Source: an optimization exercise on an open RTL-to-GDS flow (aim: small area, a short achievable clock period and few clock cycles per item). Production flows keep margins and buffers that such runs may drop.
The RTL was checked by simulation tests, not by an equivalence proof against the original design.
Power and IR drop assume default switching activity.

$ cat flow/design.v
module core (
    input [31:0] data_in,
    input rst,
    input clk,
    output wire [31:0] addr,
    output wire [31:0] data_out,
    output wire mem_ren,
    output wire mem_wen
);
assign data_out = 32'd0;
assign mem_wen = 1'b0;
reg run;
always @(posedge clk, posedge rst)
    if (rst) run <= 1'b0;
    else run <= 1'b1;
assign mem_ren = run;
reg [31:0] ea, eb;       
reg [2:0]  ef3;          
reg        ealt;         
reg [4:0]  erd;          
reg        ebr;          
reg [29:0] eseq;         
reg [29:0] etgt;         
wire [32:0] sum1 = {ea, 1'b1} + {eb, ealt};
wire [31:0] sum = sum1[32:1];
reg  [7:0]  cp, cg;
reg         ccin;
integer k;
reg  [7:0]  tg [0:3];
reg  [7:0]  tp [0:3];
integer l, j;
always @(*) begin
    tg[0] = cg;
    tp[0] = cp;
    for (l = 0; l < 3; l = l + 1) begin
        tg[l+1] = 8'd0;
        tp[l+1] = 8'd0;
        for (j = 0; j < (4 >> l); j = j + 1) begin
            tg[l+1][j] = tg[l][2*j+1] | (tp[l][2*j+1] & tg[l][2*j]);
            tp[l+1][j] = tp[l][2*j+1] & tp[l][2*j];
        end
    end
end
wire cmp = tg[3][0] | (tp[3][0] & ccin);
reg  [32:0] sa;
reg  [4:0]  sh;
wire [32:0] sr = $signed(sa) >>> sh;
reg  [31:0] sl;
always @(*)
    for (k = 0; k < 32; k = k + 1)
        sl[k] = sr[31-k];
reg [31:0] res;
always @(*)
    case (ef3)
    3'b000: res = sum;
    3'b001: res = sl;
    3'b010: res = {31'd0, cmp};
    3'b011: res = {31'd0, cmp};
    3'b100: res = ea ^ eb;
    3'b101: res = sr[31:0];
    3'b110: res = ea | eb;
    default: res = ea & eb;
    endcase
wire taken = ebr & cmp;
wire [29:0] fpc = ({30{taken}} & etgt) | ({30{~taken}} & eseq);
assign addr = {fpc, 2'b00};
reg [31:0] r [1:31];
reg [31:1] v;
integer i;
always @(posedge clk)
    for (i = 1; i < 32; i = i + 1)
        if (erd == i) r[i] <= res;
always @(posedge clk, posedge rst)
    if (rst) v <= 31'd0;
    else
        for (i = 1; i < 32; i = i + 1)
            if (erd == i) v[i] <= 1'b1;
wire [31:0] ins = data_in;
wire [4:0]  rs1 = ins[19:15];
wire [4:0]  rs2 = ins[24:20];
wire [2:0]  f3  = ins[14:12];
wire        is_br  = ins[6];         
wire        is_imm = ~ins[5];        
wire is_shift   = ~is_br & (f3[1:0] == 2'b01);        
wire is_sub     = ~is_br & ~is_imm & ins[30] & (f3 == 3'b000);    
wire cmp_ne     = is_br & (f3 == 3'b001);
wire cmp_ge     = is_br & f3[2] & f3[0];
wire cmp_x      = cmp_ge | cmp_ne;
wire cmp_y      = ~is_br | (f3[2] & ~f3[0]) | cmp_ne;
wire cmp_cin    = is_br & ((f3 == 3'b000) | (f3[2] & f3[0]));
wire cmp_signed = is_br ? ~f3[1] : ~f3[0];           
wire fwd1 = (rs1 == erd) && (erd != 5'd0);
wire fwd2 = (rs2 == erd) && (erd != 5'd0);
reg [31:0] rd1, rd2;
always @(*) begin
    rd1 = 32'd0;
    rd2 = 32'd0;
    for (i = 1; i < 32; i = i + 1) begin
        if (rs1 == i && v[i]) rd1 = rd1 | r[i];
        if (rs2 == i && v[i]) rd2 = rd2 | r[i];
    end
end
wire [31:0] opa = fwd1 ? res : rd1;
wire [31:0] bp = ~(opa ^ opb);
wire [30:0] ab = opa[30:0] & ~opb[30:0];         
wire [30:0] ba = ~opa[30:0] & opb[30:0];         
wire        ab31 = opa[31] & ~opb[31];
wire        ba31 = ~opa[31] & opb[31];
wire [31:0] bg = {cmp_signed ? (ab31 & cmp_y) | (ba31 & cmp_x) : (ab31 & cmp_x) | (ba31 & cmp_y),
                  (ab & {31{cmp_x}}) | (ba & {31{cmp_y}})};
reg  [31:0] opa_rev;
always @(*)
    for (k = 0; k < 32; k = k + 1)
        opa_rev[k] = opa[31-k];
wire [31:0] opb = is_imm ? {{20{ins[31]}}, ins[31:20]} : (fwd2 ? res : rd2);
always @(posedge clk) begin
    ea   <= opa;
    eb   <= opb ^ {32{is_sub}};
    sa   <= {is_shift & f3[2] & ins[30] & opa[31], (f3[2] ? opa : opa_rev) & {32{is_shift}}};
    sh   <= opb[4:0] & {5{is_shift}};
    for (k = 0; k < 8; k = k + 1) begin
        cp[k] <= &bp[4*k +: 4];
        cg[k] <= bg[4*k+3] | (bp[4*k+3] & bg[4*k+2]) | (&bp[4*k+2 +: 2] & bg[4*k+1])
               | (&bp[4*k+1 +: 3] & bg[4*k]);
    end
    ccin <= cmp_cin;
    ef3  <= f3;
    ealt <= is_sub;
    etgt <= fpc + {{20{ins[31]}}, ins[7], ins[30:25], ins[11:9]};
end
always @(posedge clk, posedge rst)
    if (rst) begin
        erd <= 5'd0;
        ebr <= 1'b0;
        eseq <= 30'h3fffffff;    
    end else begin
        erd <= (run && !is_br) ? ins[11:7] : 5'd0;
        ebr <= run && is_br;
        eseq <= fpc + 30'd1;
    end
endmodule
$ cat flow/flow/run.sh
#!/bin/bash
set -o pipefail
export BUFFER_PORTS_ARGS="-buffer_cell sky130_fd_sc_hd__buf_4"
bash standard.sh finish > standard.log 2>&1
$ cat flow/standard.sh
#!/bin/bash
# synth_recipe.tcl (not shown) runs the flow's synth.tcl, then flattens the netlist and writes it again
# the make line also repeats each setting of config.mk as NAME=value (left out here)
make -C /OpenROAD-flow-scripts/flow DESIGN_CONFIG=/design/flow/config.mk WORK_HOME=/design/flow/orfs CLKGATE_MAP_FILE= SYNTH_SCRIPT=/design/flow/synth_recipe.tcl "${@:-finish}"
$ cat flow/config.mk
export PLATFORM = sky130hd
export DESIGN_NAME = core
export DESIGN_NICKNAME = core
export VERILOG_FILES = /design/flow/design.v
export SDC_FILE = /design/flow/constraint.sdc
export NUM_CORES = 4
export LEC_CHECK = 0
export CAP_MARGIN = 20
export CORE_MARGIN = 2
export CORE_UTILIZATION = 50
export CTS_CLUSTER_DIAMETER = 150
export CTS_CLUSTER_SIZE = 20
export PLACE_DENSITY = 0.65
export SETUP_SLACK_MARGIN = 5
export SLEW_MARGIN = 20
$ cat flow/constraint.sdc
create_clock -name core_clock -period 10.0 [get_ports {clk}]
set_input_delay 2.0000 -clock core_clock [delete_from_list [all_inputs] [get_ports {clk}]]
set_output_delay 2.0000 -clock core_clock [all_outputs]
set_load 0.01 [all_outputs]
==> results.txt, run 1 <==
status complete, no violations; TritonCTS clock tree built; die area 0.1195 mm²; Post-layout nets 4862; Placer Congestion ~1.0; Die Span Y 345.7 µm; #FFs+latches synth 1213; root buffer cell clkbuf_16; port bufs 59; average wire per standard cell around 42 µm; Final Hold Viols 0; Post-Syn Area between 0.05 and 0.06 mm²; DRC viols 0; post-synthesis cell count 4674; 1st-pass router iterations 14; FFs w/ async S/R, synth under 10%; drt total wl 263.9 mm; Fin Setup TNS 0 ns; Post-Layout Inst Area 0.06443 mm²; worst setup path class input port to register; Max transition margin 12.48%; critical path peak fanout 20; initial antenna violation count 15; worst min path class register to register; cts bufs inserted 70; Total GRT Usage 42.23%; Hold Startpoint v[10]$_DFFE_PP0N_; Fmax achieved 0.1938 GHz; Via density 8.065; Max Cap Viol 0; Register Area 0.03460 mm²; R2R depth 15; Initial Util approximately half; core area around 0.12 mm²; FF-to-FF End cg[6]$_DFF_P_; r2r setup slk 5.09 ns; final cell count without fillers 6226; # placed instances 6059; GR Util met1 52.07%; Hold Path Sink v[10]$_DFFE_PP0N_; Warnings, synthesis 4; die width 345.7 µm; minimum clock period about 5.2 ns; r2r startpoint ea[11]$_DFF_P_; io pins 100; RSZ-0062 raised after global routing true; Critical Path AT 5.73 ns; Fill cells 9565; share of layout cells above drive strength 1 about 16%; grt total ovfl 0; CTS sink cnt 1213; area of the multi-input gates 0.02272 mm²; CP Capture Type register; pin slew with the least headroom to its limit roughly 1.3 ns; Slew Limit Fails 0; Final Setup Violations 0; VDD IR max approximately 0.00017 V; Clock Tree Buf Depth 3; Synth-to-Final Area Change 10.35%; Worst-Skew Late Latency between 0.6 and 0.7 ns; EDFF count, synth 992; commonest non-fill, non-tap cell in the layout edfxtp_1; crit start category input port; Syn Area/Cell 12.49 µm²; placed cell area 0.06093 mm²; total number of vias between 50000 and 60000; met2 Use GR 58.63%; vias in the first global route 45160; Worst EP required 10.57 ns; DR iter-0 viols 13410; remaining antenna violation count after routing 0; Fin Hold WS 0.5021 ns; Hold Path Stages 1; maximum number of pins on one net before global-route repair 69; Worst-path clk slew 0.09 ns; Netlist cell types 94; GR peak layer met2; grt met3 use 21.38%; Detailed Place HPWL 151.2 mm; Pwr Density 172.3 mW/mm²; FP Rows 125; Final Cycle Share between 50% and 60%; LEAKAGE 22.60 nW; ys flop type edfxtp_1; Worst Skew 0.04034 ns; global-route wire length before repair 353.6 mm; sequential fraction of the synthesis area a little under 60%; number of H-tree levels 3; most frequent cells in the layout edfxtp_1 (992), a22oi_1 (387), a22o_1 (259); Overall Power roughly 11 mW
## worst max-delay path by stage
stage,start,to,cells after the start
6_report,data_in[22],cg[0]$_DFF_P_,16
5_1_grt,cp[0]$_DFF_P_,addr[9],9
4_1_cts,cp[0]$_DFF_P_,addr[9],9
3_5_place_dp,data_in[17],cg[7]$_DFF_P_,15
3_3_place_gp,data_in[17],cg[7]$_DFF_P_,15
2_1_floorplan,data_in[23],cg[0]$_DFF_P_,17
## worst max-delay path, stage by stage
cell and delay, ns:
buf_4 0.16, nor3_1 0.47, and3_4 0.55, buf_6 0.46, a22o_1 0.20, a221oi_1 0.05
nand4_1 0.12, or4_1 0.27, o21ai_1 0.20, o21ai_1 0.31, inv_1 0.11, ha_1 0.21
a21o_1 0.15, a21o_1 0.16, a21oi_1 0.14, o22ai_1 0.08
## metal layers
| metal | wire length [µm] | share of wire, % |
|---|---|---|
| met5 | 459 | 0.17 |
| met4 | 23260 | 8.8 |
| met3 | 49470 | 19 |
| met2 | 103800 | 39 |
| met1 | 86900 | 33 |
## cells by family after synthesis
family	after synthesis	share of synthesized area (%)
AO/OA/AOI/OAI	1584	20.54
XOR/XNOR	81	1.215
adder cells (fa/ha/maj)	160	3.454
buffers and inverters	569	3.994
flip-flops	1213	59.24
multiplexers	131	3.139
other	2	0.01286
AND/OR/NAND/NOR	934	8.406
## area by class of cell
cell class	count	area share (%)
clock inverter	5	0.08156
timing repair inverter	1	0.007767
tap	1524	2.959
sequential	1213	53.70
antenna	9	0.03495
inverter	164	0.9631
timing repair buffer	291	4.047
multi-input combinational	2927	35.27
clock buffer	92	2.946
## sequential cells by signal (all words and copies together), names as in the netlist
register	cells
ccin	1
cg	8
cp	8
ea	32
ealt	1
eb	32
ebr	1
ef3	3
erd	5
eseq	30
etgt	30
r	992
run	1
sa	33
sh	5
v	31
## synthesized netlist by cell type (12+ instances only)
master	n	area [µm²]
and3_1	82	513.0
buf_2	19	95.09
and2_1	20	125.1
mux2i_1	56	560.5
a221oi_1	261	2286
buf_1	38	142.6
a21o_1	60	450.4
or3_1	12	75.07
o21ai_0	94	470.5
and4_1	12	105.1
o21ai_1	55	275.3
nand2b_1	19	118.9
a31oi_1	18	112.6
or4_1	29	217.7
o22ai_1	53	331.6
a21oi_1	163	815.8
or2_2	37	231.5
nand3_1	124	620.6
xnor2_1	66	578.1
ha_1	158	1977
o211ai_1	20	150.1
a211oi_1	18	135.1
dfstp_2	30	788.3
o21a_1	23	172.7
dfxtp_1	153	3063
mux2_2	36	405.4
edfxtp_1	992	29790
dfrtp_1	38	950.9
a222oi_1	63	630.6
a22o_1	259	2268
xor2_1	15	131.4
nand4_1	135	844.6
nor3_1	58	290.3
nand2_1	167	626.9
inv_1	154	578.1
nor2_1	167	626.9
o31ai_1	19	142.6
nor4_1	15	93.84
mux4_2	38	855.8
buf_4	37	277.8
a22oi_1	387	2905
nor2b_1	19	118.9
clkbuf_1	307	1152
## stage by stage
step / setup slack (ns) / util [%]
floorplan: 4.991 / -
global placement: 3.576 / 52.50
detailed placement: 3.589 / 52.51
CTS: 4.941 / 54.71
global route: 4.959 / 55.51
finish: 4.841 / 55.52
## power breakdown
part	internal [mW]	total [mW]	switching, mW
combinational	0.780	2.11	1.33
sequential	5.82	5.98	0.157
clock	1.34	3.02	1.68
## repair_timing
item | in CTS | in global routing
pin swaps | 6 | 27
gates resized for setup | 119 | 125
setup buffers | 7 | 48
setup endpoints to repair | 53 | 34
hold buffers | 0 | 0
cloned | 4 | 2
Testbench counts, summed over its fixed seeds: cycles 51,909, instrs 51,525.
==> inputs of run 2 (changes only) <==
==> flow/run.sh (new file) <==
#!/bin/bash
# synth_recipe.tcl (not shown) runs the flow's synth.tcl, then flattens the netlist and writes it again
# the make line also repeats each setting of config.mk as NAME=value (left out here)
make -C /OpenROAD-flow-scripts/flow DESIGN_CONFIG=/design/flow/config.mk WORK_HOME=/design/flow/orfs CLKGATE_MAP_FILE= SYNTH_SCRIPT=/design/flow/synth_recipe.tcl finish
removed: flow/flow/run.sh
removed: flow/standard.sh
==> run 2 against run 1 <==
Against the previous run: clock-buffer cell count unchanged; largest power group unchanged; first-iteration DRC count shrank 0.11%; synthesized area did not move; global-route usage is 0.49 points higher; routed wire length is 0.48% higher; still clean; final cell count increased by 0.42%.
==> results.txt, run 2 <==
status complete, no violations; Largest Register r; #FFs+latches synth 1213 (unchanged); VDD IR max 0.0001946 V (+18%); Max Cap Viol 0 (unchanged); Syn Area/Cell 12.49 µm² (unchanged); DR iter-0 viols 13390 (-0.11%); Compound-Gate Fraction of Synth Area 20.54% (unchanged); Hold Path Stages 1 (unchanged); worst min path class register to register; FFs w/ async S/R, synth 5.606% (unchanged); critical path peak fanout 20 (unchanged); 1st-pass router iterations 13 (-1); Final Core Density 55.84% (+0.32 points); root buffer cell clkbuf_16; post-synthesis adder-cell area fraction 3.454% (unchanged); number of H-tree levels 3 (unchanged); r2r startpoint sh[1]$_DFF_P_; RSZ-0062 raised after global routing true; final cell count without fillers 6252 (+0.42%); r2r setup slk 4.96 ns (-0.13 ns); Crit. path cell count 18 (+2); leading cell types by total area after synthesis edfxtp_1 (51%), dfxtp_1 (5.2%), a22oi_1 (5.0%); share of layout cells above drive strength 1 16.01% (+0.091 points); commonest cells in the synthesized netlist edfxtp_1 (992), a22oi_1 (387), clkbuf_1 (307), a221oi_1 (261), a22o_1 (259); Register Area 0.03460 mm² (about the same); Initial Util 50.31% (unchanged); highest-delay cell along the critical path clkdlybuf4s18_2; Synth-to-Final Area Change 10.98%; Synth area leader edfxtp_1; Synth top area share 51.02% (unchanged); crit start category input port; maximum number of pins on one net before global-route repair 69 (unchanged); core area 0.1160 mm² (unchanged); FP Rows 125 (unchanged); Post-Syn Area 0.05839 mm² (unchanged); commonest non-fill, non-tap cell in the layout edfxtp_1; R2R depth 14 (-1); Largest register FFs 992 (unchanged); Via density 8.068 (about the same); Slew Limit Fails 0 (unchanged); Die Span Y 345.7 µm (unchanged); Final Cycle Share 51.72% (+0.13 points); Fmax achieved 0.1933 GHz (-0.25%); area share of and/or/nand/nor cells after synthesis 8.406% (unchanged); Max transition margin 22.80% (+10 points); post-synthesis cell count 4674 (unchanged); minimum clock period 5.172 ns (+0.01307 ns); LEAKAGE 22.75 nW (+0.67%); Synth Area in XOR/XNOR 1.215% (unchanged); drt total wl 265.2 mm (+0.48%); Worst Skew 0.03752 ns (-0.002818 ns); remaining antenna violation count after routing 0 (unchanged); Total GRT Usage 42.71% (+0.49 points); ys flop type edfxtp_1; average wire per standard cell 42.42 µm (about the same); Pwr Density 173.1 mW/mm² (+0.43%); # placed instances 6055 (-0.066%); Hold Path Sink v[15]$_DFFE_PP0N_; CTS sink cnt 1213 (unchanged); Netlist cell types 94 (unchanged); global-route wire length before repair 358.2 mm (+1.3%); Worst EP required 10.59 ns (+0.02 ns); Regs by FF count r (992), sa (33); io pins 100 (unchanged); CTS Hold Bufs 0 (unchanged); CP peak stage delay 0.30 ns (-0.25 ns); most frequent cells in the layout edfxtp_1 (992), a22oi_1 (387), a22o_1 (259); CP Capture Type register; vias in the first global route 45910 (+1.7%); placed cell area 0.06108 mm² (+0.24%); Final Setup Violations 0 (unchanged); CP cell instances clkdlybuf4s18_2, and3_4, and3_4, buf_6, buf_4, a22o_1, a221oi_1, nand4_1, nor3_1, nand2_1, o21ai_2, inv_1, ha_1, a21oi_1, nor2b_1, o21ai_0, a21oi_1, or2_2; most common cell in the synthesized netlist edfxtp_1; final setup margin 4.828 ns (-0.01307 ns); Fin Setup TNS 0 ns (unchanged); initial antenna violation count 21 (+6); Overall Power 11.22 mW (+1.0%); Critical Path AT 5.76 ns (+0.03 ns); Final Hold Viols 0 (unchanged); Worst-path clk slew 0.11 ns (+0.02 ns); sequential fraction of the synthesis area 59.24% (unchanged); Hold Startpoint v[15]$_DFFE_PP0N_; grt total ovfl 0 (unchanged); TritonCTS clock tree built; post-synthesis mux area share 3.139% (unchanged); critical path's top delay family simple AND/OR/NAND/NOR gates; Detailed Place HPWL 150.2 mm (-0.61%); Worst-Skew Late Latency 0.72 ns (+0.03 ns); area of the multi-input gates 0.02293 mm² (+0.89%); Fill cells 9457 (-1.1%); Post-Layout Inst Area 0.06480 mm² (+0.57%); FF-to-FF End cg[2]$_DFF_P_; port bufs 59 (unchanged); Clock Tree Buf Depth 3 (unchanged); pre-CTS setup slack 3.090 ns (-0.4990 ns); worst setup path class input port to register; die width 345.7 µm (unchanged); WP buf/inv 4 (+1); cts bufs inserted 70 (unchanged); EDFF count, synth 992 (unchanged); Post-layout nets 4878 (+0.33%); Warnings, synthesis 4 (unchanged); Placer Congestion 0.9924 (-1.2%); largest family of logic cells by synthesized area compound AO/OA/AOI/OAI gates; total number of vias 50440 (+0.45%); pin slew with the least headroom to its limit 1.158 ns (-0.1517 ns); Fin Hold WS 0.4982 ns (-0.003880 ns); DRC viols 0 (unchanged); die area 0.1195 mm² (unchanged)
[run 2: cell counts after synthesis]
Identical to the previous run, type by type.
[run 2: timing repair]
item	CTS	global route
endpoints found under the setup margin	139	44
setup buffers	32	41
pin swaps	26	13
gates resized for setup	264	121
cloned	6	2
[run 2: cells by family after synthesis]
group	after synthesis
other	2
DFF	1213
and+or+nand+nor	934
xor gates and xnor gates	81
buffers and inverters	569
muxes	131
adders and majority gates	160
AOI/OAI and AO/OA	1584
[run 2: where the power goes]
part,internal [mW],leakage (nW),switching (mW)
sequential,5.82,11.2,0.165
clock,1.32,0.946,1.72
combinational,0.834,10.6,1.35
[run 2: routing by layer]
| layer | GRT usage (%) | routed length (µm) | vias to the layer above |
|---|---|---|---|
| li1 | - | - | 18830 |
| met3 | 21.67 | 49370 | 1889 |
| met5 | 3.762 | 621 | - |
| met2 | 59.15 | 103900 | 5909 |
| met4 | 29.62 | 26620 | 23 |
| met1 | 51.20 | 84640 | 23790 |
[run 2: layout make-up]
class                           count  share of cell area (%)
Antenna cell                       18                 0.06951
Inverter                          164                  0.9673
Multi-Input combinational cell   2930                   35.38
Tap cell                         1524                   2.942
Timing Repair inverter              1                0.007723
Clock buffer                       92                   2.863
Sequential cell                  1213                   53.39
Clock inverter                      6                  0.1603
Timing Repair Buffer              304                   4.226
[run 2: worst reg2reg max path, delay by kind of cell (launching register included)]
family,cells,cell delay (ns)
AOI/OAI and AO/OA,8,2.31
muxes,2,0.98
and+or+nand+nor,1,0.57
buffers and inverters,2,0.51
DFF,1,0.33
adders and majority gates,1,0.22
[run 2: worst max-delay path by stage]
stage	slack, ns	to	start
after floorplan	4.99	cg[0]$_DFF_P_	data_in[23]
after global placement	3.17	cg[7]$_DFF_P_	data_in[16]
after detailed placement	3.09	cg[7]$_DFF_P_	data_in[16]
after CTS	4.77	addr[7]	ccin$_DFF_P_
after global routing	4.73	cg[4]$_DFF_P_	data_in[18]
final	4.83	cg[7]$_DFF_P_	data_in[19]
==> inputs of run 3 (changes only) <==
==> flow/flow/run.sh (new file) <==
#!/bin/bash
set -o pipefail
export BUFFER_PORTS_ARGS="-buffer_cell sky130_fd_sc_hd__buf_4"
bash standard.sh finish > standard.log 2>&1
==> flow/standard.sh (new file) <==
#!/bin/bash
# synth_recipe.tcl (not shown) runs the flow's synth.tcl, then flattens the netlist and writes it again
# the make line also repeats each setting of config.mk as NAME=value (left out here)
make -C /OpenROAD-flow-scripts/flow DESIGN_CONFIG=/design/flow/config.mk WORK_HOME=/design/flow/orfs CLKGATE_MAP_FILE= SYNTH_SCRIPT=/design/flow/synth_recipe.tcl "${@:-finish}"
--- a/flow/config.mk
+++ b/flow/config.mk
@@ -8,8 +8,8 @@
 export CAP_MARGIN = 20
 export CORE_MARGIN = 2
-export CORE_UTILIZATION = 50
+export CORE_UTILIZATION = 40
 export CTS_CLUSTER_DIAMETER = 150
 export CTS_CLUSTER_SIZE = 20
-export PLACE_DENSITY = 0.65
+export PLACE_DENSITY = 0.6
 export SETUP_SLACK_MARGIN = 5
 export SLEW_MARGIN = 20
removed: flow/run.sh
==> run 3 against run 2 <==
Against the previous run: hold slack worse by 0.013 ns; sequential cell count unchanged; synthesized cell count unchanged; sequential share of layout area is 0.54 points lower; fmax increased by 1.0%; non-clock buffer count is 12 higher; design area increased by 1.0%; synthesized area did not move; total power up 1.6%.
==> results.txt, run 3 <==
status complete, no violations; Fin Setup TNS 0 ns (unchanged); 1st-pass router iterations 15 (+2); crit start category input port; Via density 7.527 (-6.7%); Post-Syn Area 0.05839 mm² (unchanged); Hold Startpoint etgt[0]$_DFF_P_; power share of the clock group 26.9% (-0.2 points); core area 0.1452 mm² (+25%); Detailed Place HPWL 153.5 mm (+2.2%); global-route wire length before repair 363.6 mm (+1.5%); most frequent cells in the layout edfxtp_1 (992), a22oi_1 (387), a22o_1 (259); Largest Register r; share of layout cells above drive strength 1 16.85% (+0.84 points); DR iter-0 viols 10920 (-18%); FF-to-FF End cg[2]$_DFF_P_; RSZ-0062 raised after global routing true; Worst-Skew Late Latency 0.75 ns (+0.03 ns); Syn Area/Cell 12.49 µm² (unchanged); #FFs+latches synth 1213 (unchanged); Post-Layout Inst Area 0.06547 mm² (+1.0%); CP cell instances buf_4, and2_1, and3_4, buf_4, a22o_1, a221oi_1, nand4_1, nor3_1, nand2_1, o21ai_1, inv_1, ha_1, a21o_1, a21oi_1, o22ai_1; Synth-to-Final Area Change 12.13%; die area 0.1490 mm² (+25%); minimum clock period 5.120 ns (-0.05244 ns); Die Span Y 386.1 µm (+12%); post-synthesis cell count 4674 (unchanged); cts bufs inserted 70 (unchanged); Clock Tree Buf Depth 3 (unchanged); ys flop type edfxtp_1; switch share 29.09% (+0.21 points); WP buf/inv 3 (-1); port bufs 59 (unchanged); CP peak stage delay 0.57 ns (+0.27 ns); LEAKAGE 22.85 nW (+0.44%); Final Cycle Share 51.20% (-0.52 points); vias in the first global route 45560 (-0.76%); drt total wl 269.4 mm (+1.6%); Worst EP required 10.61 ns (+0.02 ns); FFs w/ async S/R, synth 5.606% (unchanged); Sequential Power Share 52.6% (-0.8 points); die width 386.1 µm (+12%); Synth area leader edfxtp_1; R2R depth 14 (unchanged); Placer Congestion 0.9656 (-2.7%); pin slew with the least headroom to its limit 1.238 ns (+0.07980 ns); Warnings, synthesis 4 (unchanged); Worst Skew 0.04855 ns (+0.01104 ns); leading cell types by total area after synthesis edfxtp_1 (51%), dfxtp_1 (5.2%), a22oi_1 (5.0%); CP Capture Type register; TritonCTS clock tree built; Max Cap Viol 0 (unchanged); root buffer cell clkbuf_16; Netlist cell types 94 (unchanged); commonest non-fill, non-tap cell in the layout edfxtp_1; Hold Path Stages 1 (unchanged); EDFF count, synth 992 (unchanged); Slew Limit Fails 0 (unchanged); remaining antenna violation count after routing 0 (unchanged); most used cell, CP buf_4; final cell count without fillers 6641 (+6.2%); maximum number of pins on one net before global-route repair 69 (unchanged); grt total ovfl 0 (unchanged); io pins 100 (unchanged); Worst-path clk slew 0.09 ns (-0.02 ns); sequential fraction of the synthesis area 59.24% (unchanged); worst min path class register to register; Post-layout nets 4887 (+0.18%); total number of vias 49990 (-0.90%); VDD IR max 0.0001300 V (-33%); critical path's top delay family compound AO/OA/AOI/OAI gates; number of H-tree levels 3 (unchanged); Largest register FFs 992 (unchanged); Power Internal 8.081 mW (+1.3%); critical path peak fanout 18 (-10%); r2r startpoint sh[1]$_DFF_P_; average wire per standard cell 40.57 µm (-4.4%); Regs by FF count r (992), sa (33); combinational power share 20.5% (+1.0 points); initial antenna violation count 9 (-57%); most common cell in the synthesized netlist edfxtp_1; Max transition margin 16.61% (-6.2 points); Final Setup Violations 0 (unchanged); CTS sink cnt 1213 (unchanged); Total GRT Usage 34.95% (-7.8 points); placed cell area 0.06137 mm² (+0.47%); Hold Path Sink eseq[0]$_DFF_PP1_; Final Hold Viols 0 (unchanged); Fmax achieved 0.1953 GHz (+1.0%); r2r setup slk 5.18 ns (+0.22 ns); highest-delay cell along the critical path o21ai_1; FP Rows 140 (+12%); # placed instances 6441 (+6.4%); switching pwr 3.314 mW (+2.3%); Critical Path AT 5.73 ns (-0.03 ns); Initial Util 40.21% (-10 points); worst setup path class input port to register; Pwr Density 174.0 mW/mm² (+0.57%); DRC viols 0 (unchanged); commonest cells in the synthesized netlist edfxtp_1 (992), a22oi_1 (387), clkbuf_1 (307), a221oi_1 (261), a22o_1 (259); Synth top area share 51.02% (unchanged)
[run 3: worst reg2reg max path, cell delays in order (launching register included)]
cell,delay [ns]
dfxtp_2,0.33
buf_6,0.38
mux4_2,0.70
mux2_2,0.31
o211ai_1,0.35
a21oi_1,0.14
a211oi_2,0.63
nand2_4,0.43
o21ai_2,0.55
inv_1,0.11
ha_1,0.21
a21o_1,0.16
a21o_1,0.17
a21oi_1,0.14
o22ai_1,0.09
[run 3: worst max-delay path by stage]
stage	start	to	slack (ns)	cells after the start
detailed placement	data_in[17]	cg[7]$_DFF_P_	3.50	16
global route	data_in[23]	cg[6]$_DFF_P_	4.91	15
floorplan	data_in[23]	cg[0]$_DFF_P_	4.99	17
CTS	data_in[17]	cg[2]$_DFF_P_	4.88	14
finish	data_in[17]	cg[2]$_DFF_P_	4.88	15
global placement	data_in[17]	cg[7]$_DFF_P_	3.52	16
[run 3: kinds of logic (layout without fill, tap and decap cells)]
logic type	Yosys count	count (layout)	share of synthesized area (%)
and+or+nand+nor	934	935	8.406
xor gates and xnor gates	81	81	1.215
AOI/OAI and AO/OA	1584	1584	20.54
buffers and inverters	569	579	3.994
adders and majority gates	160	160	3.454
DFF	1213	1213	59.24
muxes	131	131	3.139
other	2	41	0.01286
[run 3: timing repair]
item | CTS | global route
gates resized for setup | 175 | 133
pin swaps | 11 | 30
setup buffers | 39 | 51
cloned | 4 | 3
hold buffers | 0 | 0
setup endpoints to repair | 63 | 48
[run 3: through the flow]
stage / util, % / hold WS, ns / worst slack (ns) / total power, mW
finish: 45.09 / 0.4856 / 4.880 / 11.40
global route: 45.08 / 0.5079 / 4.911 / 11.73
CTS: 44.39 / 0.4891 / 4.877 / 11.25
detailed placement: 42.26 / 0.4483 / 3.497 / 8.055
global placement: 42.26 / 0.4342 / 3.520 / 8.036
floorplan: - / 0.4080 / 4.991 / 7.326
[run 3: final cells by class]
class / instances / area, µm²
antenna: 5 / 12.51
timing repair buffer: 316 / 2860
clock buffer: 92 / 1866
fill: 12920 / 79740
sequential: 1213 / 34600
multi-input combinational: 2927 / 23010
inverter: 164 / 619.3
timing repair inverter: 1 / 5.005
tap: 1917 / 2399
clock inverter: 6 / 105.1
[run 3: metal layers]
| layer | up-vias | share of wire, % | track usage, % | wire length (µm) |
|---|---|---|---|---|
| met5 | - | 0.20 | 1.462 | 551 |
| met4 | 22 | 8.6 | 20.70 | 23040 |
| met3 | 1627 | 17 | 15.69 | 46090 |
| met2 | 5361 | 40 | 49.76 | 108800 |
| met1 | 24170 | 34 | 43.38 | 90980 |
| li1 | 18810 | - | - | - |
[run 3: power by group through the flow]
stage	combinational [mW]	clock, mW	sequential (mW)
after floorplan	1.31	0	6.02
after global placement	1.97	0	6.07
after detailed placement	1.99	0	6.07
after CTS	2.22	3.05	5.98
after global routing	2.49	3.22	6.02
final	2.34	3.06	6.00

## separate check: timing with driven ports
The results above use ideal ports. As a check the final layouts listed here were re-extracted and re-timed, cells and wires unchanged.
Step 1 assumes that a clkbuf_16 drives the clock port and a buf_2 every other input.
Step 2 moves the port delays by t, midway between the first and last clock arrival at a register: inputs arrive t later, outputs are due t later. That takes back most of the time a late clock gives input paths.
a / b / c = no drivers / after step 1 / after step 2; a / b = the first two.
| run | t (ns) | setup slack, ns | hold WS [ns] | worst setup path at the end | worst data-port slew with drivers (ns) |
|---|---|---|---|---|---|
| run 1 | 0.746 | 4.841 / 4.873 / 4.127 | 0.502 / 0.502 / 0.502 | input to register | 0.10 |
| run 2 | 0.776 | 4.828 / 4.781 / 4.103 | 0.498 / 0.498 / 0.498 | input to register | 0.07 |
| run 3 | 0.797 | 4.880 / 4.919 / 4.138 | 0.486 / 0.486 / 0.486 | input to register | 0.12 |
After both steps every run listed still meets setup and hold. For run 3, which loses most, drivers alone change the setup slack by +0.039 ns; drivers and shift together by -0.742 ns.
